Background: an optimization exercise with open tools, aiming at small area, a short achievable clock period and few clock cycles. Do not read the settings as production practice.
The RTL was checked by simulation tests, not by an equivalence proof against the original design.
Power is estimated from default activity; no workload was simulated.

==> design/flow/design.v <==
module JAM (
	input CLK,
	input RST,
	output [2:0] W,
	output [2:0] J,
	input [6:0] Cost,
	output [3:0] MatchCount,
	output reg [9:0] MinCost,
	output reg Valid
);
integer k;
localparam S_ITER = 2'd0, S_WALK = 2'd1, S_BM = 2'd2, S_DONE = 2'd3;
reg [1:0] st;
reg [2:0] ph;         
reg       first;      
reg [7:0] pend;       
reg [2:0] jc;         
reg [2:0] r;          
reg       dec;        
reg       vA, vB;     
reg [7:0] used;       
reg [7:0] inT;        
reg [7:0] mt;         
reg       wdone;      
reg [3:0] rdone;      
reg       ddone;      
reg [8:0] K;          
reg [4:0] kacc;
reg [2:0] L;
reg       res;
reg [3:0] cnt;
reg [7:0] nv [0:7];   
reg [7:0] ur [0:7];   
reg [8:0] M  [0:7];   
reg [2:0] way[0:7];
reg [7:0] wroot;
reg [2:0] p  [0:7];   
reg [7:0] T  [0:7];   
reg [8:0] D;          
reg [2:0] j0;         
reg [2:0] wj;         
reg [2:0] jA, rowA;
reg [8:0] KVA;
reg       lastA, startA;
reg [2:0] jB, rowB;
reg [8:0] xB;
reg [7:0] UB;
reg [2:0] pB;
reg       mtB, lastB, startB;
reg [7:0] pnB;
reg [2:0] jnB;
reg [8:0] Dmin;
reg [2:0] j1;
reg [8:0] Kbest;
reg [2:0] pbest;
reg       mtbest;
reg [7:0] pnbest;
reg [2:0] jnbest;
reg [2:0] stk [0:5];
reg [5:0] hm;         
assign MatchCount = cnt;
function [2:0] lowest;
	input [7:0] m;
	begin
		casez (m)
			8'b???????1: lowest = 3'd0;
			8'b??????10: lowest = 3'd1;
			8'b?????100: lowest = 3'd2;
			8'b????1000: lowest = 3'd3;
			8'b???10000: lowest = 3'd4;
			8'b??100000: lowest = 3'd5;
			8'b?1000000: lowest = 3'd6;
			default:     lowest = 3'd7;
		endcase
	end
endfunction
function [7:0] qoh;
	input [2:0] x;
	integer i;
	begin
		for (i = 0; i < 8; i = i + 1) qoh[i] = (p[i] == x);
	end
endfunction
wire       issue  = (st == S_ITER || st == S_BM) && (pend != 8'd0) && !(dec && !mtbest);
wire [7:0] pend_n = pend & ~(8'd1 << jc);
wire       zinit  = (st == S_ITER) && first && (ph == 3'd0);
wire [6:0] nvj    = zinit ? 7'd0 : nv[jc][6:0];
wire [8:0] KV     = {2'b00, nvj} + (dec ? Kbest : K);
assign W = dec ? pbest : r;
assign J = jc;
wire [8:0] Mj     = M[jB];
wire       lt_xM  = xB < Mj;
wire       lt_xD  = xB < Dmin;
wire       lt_MD  = Mj < Dmin;
wire       less   = first | lt_xM;
wire       better = startB | (less ? lt_xD : lt_MD);
wire [8:0] newM   = less ? xB : Mj;
wire [8:0] Knew   = (less ? xB : Mj) - {1'b0, UB};
wire       wfin   = wdone | wroot[wj];
wire [7:0] used_r = used & (used - 8'd1);
wire [7:0] inT_r  = inT & (inT - 8'd1);
wire       trans  = (st == S_WALK) && (ph == 3'd7 ? wdone : wfin) && (used_r == 8'd0) && (inT_r == 8'd0);
reg  [7:0] um;
always @(*) begin
	um = 8'd0;
	for (k = 0; k < 6; k = k + 1)
		if (k < L) um = um | (8'd1 << stk[k]);
end
reg  [2:0] bl;
reg        bany;
always @(*) begin
	bany = 1'b0;
	bl = 3'd0;
	for (k = 0; k < 6; k = k + 1)
		if (hm[k] && k < L) begin bany = 1'b1; bl = k; end
end
wire [7:0] rowL  = T[L];
wire [7:0] above = res ? ~((8'd2 << stk[L]) - 8'd1) : 8'hff;
wire [7:0] cand  = rowL & ~um & above;
wire [7:0] fr    = ~um;
wire [2:0] fa    = lowest(fr);
wire [2:0] fb    = lowest(fr & ~(8'd1 << fa));
wire [7:0] T6    = T[6];
wire [7:0] T7    = T[7];
wire [1:0] leaves = {1'b0, T6[fa] & T7[fb]} + {1'b0, T6[fb] & T7[fa]};
wire       drun  = (st == S_BM) && !ddone && (rdone > {1'b0, L}) && (L != 3'd6 || rdone[3]);
always @(posedge CLK or posedge RST) begin
	if (RST) begin
		st <= S_ITER;
		ph <= 3'd0;
		first <= 1'b1;
		pend <= 8'hff;
		jc <= 3'd0;
		r <= 3'd0;
		dec <= 1'b0;
		vA <= 1'b0;
		vB <= 1'b0;
		used <= 8'd0;
		inT <= 8'd0;
		mt <= 8'd0;
		wdone <= 1'b0;
		rdone <= 4'd0;
		ddone <= 1'b0;
		K <= 9'd0;
		Valid <= 1'b0;
		kacc <= 5'd0;
		L <= 3'd0;
		res <= 1'b0;
		cnt <= 4'd0;
	end else begin
		vA <= issue;
		if (issue) begin
			pend <= pend_n;
			jc <= lowest(pend_n);
		end
		vB <= vA;
		dec <= vB && lastB && (st == S_ITER);
		if (vB && lastB && st == S_ITER) begin
			pend <= better ? pnB : pnbest;
			jc <= better ? jnB : jnbest;
		end
		if (vB && st == S_BM && lastB) rdone <= rdone + 4'd1;
		if (dec) begin
			if (mtbest) begin
				used <= used | (8'd1 << j1);
				inT <= inT | (8'd1 << pbest);
				K <= Kbest;
				r <= pbest;
				first <= 1'b0;
			end else begin
				st <= S_WALK;
				mt <= mt | (8'd1 << j1);
				wdone <= 1'b0;
			end
		end
		if (st == S_WALK) begin
			if (wroot[wj]) wdone <= 1'b1;
			used <= used_r;
			inT <= inT_r;
		end
		if (trans) begin
			if (ph == 3'd7) begin
				st <= S_BM;
				r <= 3'd0;
				pend <= ~qoh(3'd0);
				jc <= lowest(~qoh(3'd0));
				K <= 9'd0;
				rdone <= 4'd0;
				kacc <= 5'd0;
				L <= 3'd0;
				res <= 1'b0;
				cnt <= 4'd0;
				ddone <= 1'b0;
			end else begin
				st <= S_ITER;
				ph <= ph + 3'd1;
				r <= ph + 3'd1;
				first <= 1'b1;
				pend <= 8'hff;
				jc <= 3'd0;
				K <= 9'd0;
			end
		end
		if (st == S_BM) begin
			if (issue && pend_n == 8'd0 && r != 3'd7) begin
				r <= r + 3'd1;
				pend <= ~qoh(r + 3'd1);
				jc <= lowest(~qoh(r + 3'd1));
			end
			if (!kacc[4]) kacc <= kacc + 5'd1;
		end
		if (drun) begin
			if (L == 3'd6 || cand == 8'd0) begin
				if (L == 3'd6) cnt <= cnt + {2'b00, leaves};
				if (bany) begin
					L <= bl;
					res <= 1'b1;
				end else begin
					ddone <= 1'b1;
					Valid <= 1'b1;
				end
			end else begin
				L <= L + 3'd1;
				res <= 1'b0;
			end
		end
		if (st == S_BM && ddone) st <= S_DONE;
	end
end
always @(posedge CLK) begin
	if (zinit && issue) nv[jc] <= 8'd0;
	jA <= jc;
	rowA <= W;
	KVA <= KV;
	lastA <= (pend_n == 8'd0);
	startA <= dec || (st == S_ITER && pend == 8'hff);
	jB <= jA;
	rowB <= rowA;
	xB <= {2'b00, Cost} + KVA;
	UB <= ur[(st == S_BM) ? rowA : p[jA]];
	pB <= p[jA];
	mtB <= mt[jA];
	lastB <= lastA;
	startB <= startA;
	pnB <= ~(used | (8'd1 << jA));
	jnB <= lowest(~(used | (8'd1 << jA)));
	if (vB && st == S_ITER) begin
		if (less) begin
			M[jB] <= xB;
			way[jB] <= j0;
			wroot[jB] <= first;
		end
		if (better) begin
			Dmin <= newM;
			j1 <= jB;
			Kbest <= Knew;
			pbest <= pB;
			mtbest <= mtB;
			pnbest <= pnB;
			jnbest <= jnB;
		end
	end
	if (vB && st == S_BM) T[rowB][jB] <= (xB == {1'b0, UB});
	if (dec) begin
		D <= Dmin;
		if (mtbest) begin
			nv[j1] <= nv[j1] - Dmin[7:0];
			ur[pbest] <= ur[pbest] - Dmin[7:0];
			j0 <= j1;
		end else begin
			wj <= j1;
			ur[ph] <= Dmin[7:0];
		end
	end
	if (st == S_WALK) begin
		if (!wdone) begin
			p[wj] <= wroot[wj] ? ph : p[way[wj]];
			wj <= way[wj];
		end
		if (used != 8'd0) nv[lowest(used)] <= nv[lowest(used)] + D[7:0];
		if (inT != 8'd0) ur[lowest(inT)] <= ur[lowest(inT)] + D[7:0];
	end
	if (trans && ph == 3'd7) begin
		T[0] <= qoh(3'd0);
		MinCost <= 10'd0;
	end
	if (st == S_BM) begin
		if (issue && pend_n == 8'd0 && r != 3'd7) T[r + 3'd1] <= qoh(r + 3'd1);
		if (!kacc[4]) begin
			if (!kacc[3]) MinCost <= MinCost + {3'd0, ur[kacc[2:0]][6:0]};
			else          MinCost <= MinCost - {3'd0, nv[kacc[2:0]][6:0]};
		end
	end
	if (drun && L != 3'd6 && cand != 8'd0) begin
		stk[L] <= lowest(cand);
		hm[L] <= (cand & ~(8'd1 << lowest(cand))) != 8'd0;
	end
end
endmodule
==> design/flow/run.sh <==
#!/bin/bash
# synth_recipe.tcl (not shown) runs the flow's synth.tcl, then flattens the netlist and writes it again
# the make line also repeats each setting of config.mk as NAME=value (left out here)
make -C /OpenROAD-flow-scripts/flow DESIGN_CONFIG=/design/flow/config.mk WORK_HOME=/design/flow/orfs CLKGATE_MAP_FILE= SYNTH_SCRIPT=/design/flow/synth_recipe.tcl finish
==> design/flow/config.mk <==
export PLATFORM = sky130hd
export DESIGN_NAME = JAM
export DESIGN_NICKNAME = JAM
export VERILOG_FILES = /design/flow/design.v
export SDC_FILE = /design/flow/constraint.sdc
export NUM_CORES = 4
export LEC_CHECK = 0
export CAP_MARGIN = 20
export CORE_MARGIN = 2
export CORE_UTILIZATION = 40
export SLEW_MARGIN = 20
==> design/flow/constraint.sdc <==
create_clock -name core_clock -period 5.0 [get_ports {CLK}]
set_input_delay 1.0000 -clock core_clock [delete_from_list [all_inputs] [get_ports {CLK}]]
set_output_delay 1.0000 -clock core_clock [all_outputs]
set_load 0.01 [all_outputs]
==> summary.txt <==
## where the power goes
group          switching [W]  total [W]  internal (W)
Combinational      0.0000663   0.000116     0.0000497
Clock                0.00188    0.00443       0.00255
Sequential         0.0000248    0.00481       0.00478
Total                0.00197    0.00935       0.00738
## worst max-delay path: cells and delay by family, from the launching register on
family | cells | cell delay, ps
AOI/OAI and AO/OA | 7 | 2540
DFF | 1 | 560
adders and majority gates | 2 | 500
and+or+nand+nor | 3 | 370
muxes | 2 | 330
buffers and inverters | 1 | 280
## logic make-up (layout without fill, tap and decap cells)
kind of cell               count (synthesis)  in the layout  synth area share
adders and majority gates                114            114            0.0457
and+or+nand+nor                          684            684             0.104
buffers and inverters                    281            363            0.0355
DFF                                      541            541             0.463
AOI/OAI and AO/OA                        629            629             0.127
muxes                                    469            469             0.197
xor gates and xnor gates                 100            100            0.0273
## Yosys cell counts, types with 54 or more instances
cell	number	area share
a21oi_1	133	0.020
clkbuf_1	106	0.012
dfrtp_1	67	0.051
dfxtp_1	76	0.047
edfxtp_1	389	0.36
ha_1	104	0.040
inv_1	106	0.012
mux2_2	68	0.023
mux2i_1	264	0.081
mux4_2	131	0.090
nand2_1	214	0.025
nand3_1	54	0.0083
nor2_1	171	0.020
o21ai_0	160	0.025
xnor2_1	63	0.017
## sequential cells by signal (all words and copies together), names as in the netlist, 6 cells and up, named ones only
| signal | cells |
|---|---|
| K | 9 |
| Kbest | 9 |
| D | 8 |
| pnB | 8 |
| inT | 8 |
| mt | 8 |
| xB | 9 |
| M | 72 |
| pnbest | 8 |
| wroot | 8 |
| stk | 24 |
| used | 8 |
| UB | 8 |
| p | 24 |
| KVA | 9 |
| way | 24 |
| ur | 64 |
| Dmin | 9 |
| T | 64 |
| hm | 6 |
| pend | 8 |
| nv | 56 |
| MinCost | 10 |
## metal layers
| layer | wire [um] | GRT usage | share of wire | vias to the layer above |
|---|---|---|---|---|
| met2 | 47300 | 0.390 | 0.48 | 1060 |
| li1 | - | - | - | 10800 |
| met1 | 40600 | 0.313 | 0.41 | 12000 |
| met5 | 0 | 0 | 0 | - |
| met3 | 6970 | 0.0341 | 0.071 | 201 |
| met4 | 3820 | 0.0867 | 0.039 | 0 |
## worst paths after layout
kind,from,to,slack (ps)
setup / recovery,L[2],cnt[2],310
hold / removal,lastA,lastB,320
setup reg to reg,L[2],cnt[2],310
hold reg to reg,lastA,lastB,320
max in group asynchronous,RST,first,3120
min in group asynchronous,RST,cnt[2],830
## layout make-up
type / count / area, sq um
clock buffer: 84 / 1680
clock inverter: 31 / 277
fill: 7399 / 44300
inverter: 108 / 407
multi-input combinational: 1996 / 16400
sequential: 541 / 15100
tap: 1060 / 1330
timing repair buffer: 140 / 1120
## cell usage in the layout, fill, tap and decap left out, types with 34 or more instances in the layout
master,n
inv_1,105
nor2_1,171
mux4_2,131
nand2_1,214
mux2i_1,261
dfxtp_1,76
a31oi_1,43
o21ai_1,38
buf_4,111
nor3_1,41
xnor2_1,63
xor2_1,36
mux2_2,68
nand3_1,54
nand2b_1,34
dfrtp_1,64
ha_1,104
a21oi_1,133
o21ai_0,157
edfxtp_1,389
clkbuf_16,63
## repair_timing
| action | in CTS | in global routing |
|---|---|---|
| gates resized for setup | 0 | 3 |
| hold endpoints to repair | 0 | 0 |
| setup endpoints to repair | 0 | 11 |
| hold buffers | 0 | 0 |
## metrics by stage
stage	hold slack (ps)	util	cells	cell area, sq um	power [W]
2_1_floorplan	310	-	2818	32600	0.00497
3_3_place_gp	313	0.426	3845	34400	0.00501
3_5_place_dp	315	0.426	3845	34400	0.00502
4_1_cts	323	0.451	3960	36400	0.00943
5_1_grt	327	0.451	3960	36400	0.00963
6_report	321	0.451	3960	36400	0.00935
==> summary.txt <==
outcome=timing/DRC/antenna clean; Syn-to-layout area delta=11.4%; ys async rst share=0.140; Overall Global Routing Usage=0.235; DR vias/cell=6.07; antenna viol nets, final=0; Port-buffer cells=29; # rows=104; fmax=0.213 GHz; DR iter-0 viols=2431; setup ws final=308 ps; Seq/Total Area, Yosys=0.463; Distinct cells, synth=115; area of the die=83900 sq um; Hold Path Depth=0; Slew Viols, Final=0; relative slew slack=0.251; Residual DRC=0; Inserted Clock Buffers=61; Reg2Reg Depth=15; critical-path cell list=buf_4, o21bai_2, o22ai_1, a2111oi_4, nor2_1, a32oi_1, o211ai_2, mux2_2, mux2i_1, a221oi_1, fa_1, ha_1, nand2_1, nand3_1, o21ai_1; RePlAce Congestion=0.910; WL/cell=24.9 um; setup TNS=0 ps; Post-CTS Setup Bufs=0; crit path max fanout=14; maximum vdd drop=0.265 mV; first-pass GRT wire length=150 mm; H-tree depth=2; io pins=30; Post-layout nets=2970; delay of the slowest critical-path stage=790 ps; required time of the critical path=5510 ps; RSZ-0062 raised after global routing=false; Seq cells post-synth=541; HPWL after detailed placement=70.7 mm; CP Launch Type=flop; antenna violations before repair=0; critical path arrival=5200 ps; crit path kind=flop to flop; core area=80700 sq um; Inserted Diodes=0; share of cells above drive strength 1=0.168; dpl ws=59.4 ps; Max Root-Sink Buffers=3; final WL=98.7 mm; final worst-path cycle share=0.938; clock latency (worst-skew pair)=630 ps; crit end category=flop; drt pass-1 iters=5; Avg Inst Size Synth=11.6 sq um; synthesized instance count=2818; LEAKAGE=13.1 nW; clock root cell=clkbuf_16; final hold vios=0; Netlist Area Pre-Place=32600 sq um; Min Clock Period, post-route=4690 ps; Slew @ Worst Pin=1120 ps; Final Setup Violations=0; grt total ovfl=0; Most used DFF post-synth=edfxtp_1; vias in the first global route=24000; Num Clock Sinks=541; Synth Net Count=2940; effective utilization at floorplan=0.405; Die Y-Extent=290 um; PwrDens=257 nW/um^2; via count=24000; Setup Skew=19.5 ps; crit path max-delay cell type=a221oi_1; clk slew on worst S/H paths=60 ps; number of synthesized flops with an enable pin=389; TritonCTS clock tree=built; Worst Hold Class=flop to flop; max_cap viols=0; die extent in x=290 um; Yosys warnings=1; largest net degree at the start of global routing=45
Testbench counts, summed over its fixed seeds: cycles 4,008.

## port drivers added, routing unchanged
How much do the figures lean on ideal ports? The routed layout below was timed once more, with nothing changed but the port constraints.
Step 1 assumes that a clkbuf_16 drives the clock port and a buf_2 every other input.
Step 2 adds t to the input delays and takes it off the output delays; t is the mean of the earliest and latest rising clock arrival at the registers after step 1. Input paths then give back, and output paths get back, about the clock's delay inside the block.
Slacks: ideal / step 1 / step 2; pairs: ideal / step 1.
t, ns: 0.686
setup slack, ns: 0.308 / 0.308 / 0.308
worst setup path after step 2: register to register
After both steps this run still meets setup and hold. The setup slack of this run moves by 0.000 ns with the drivers and by 0.000 ns with both steps.
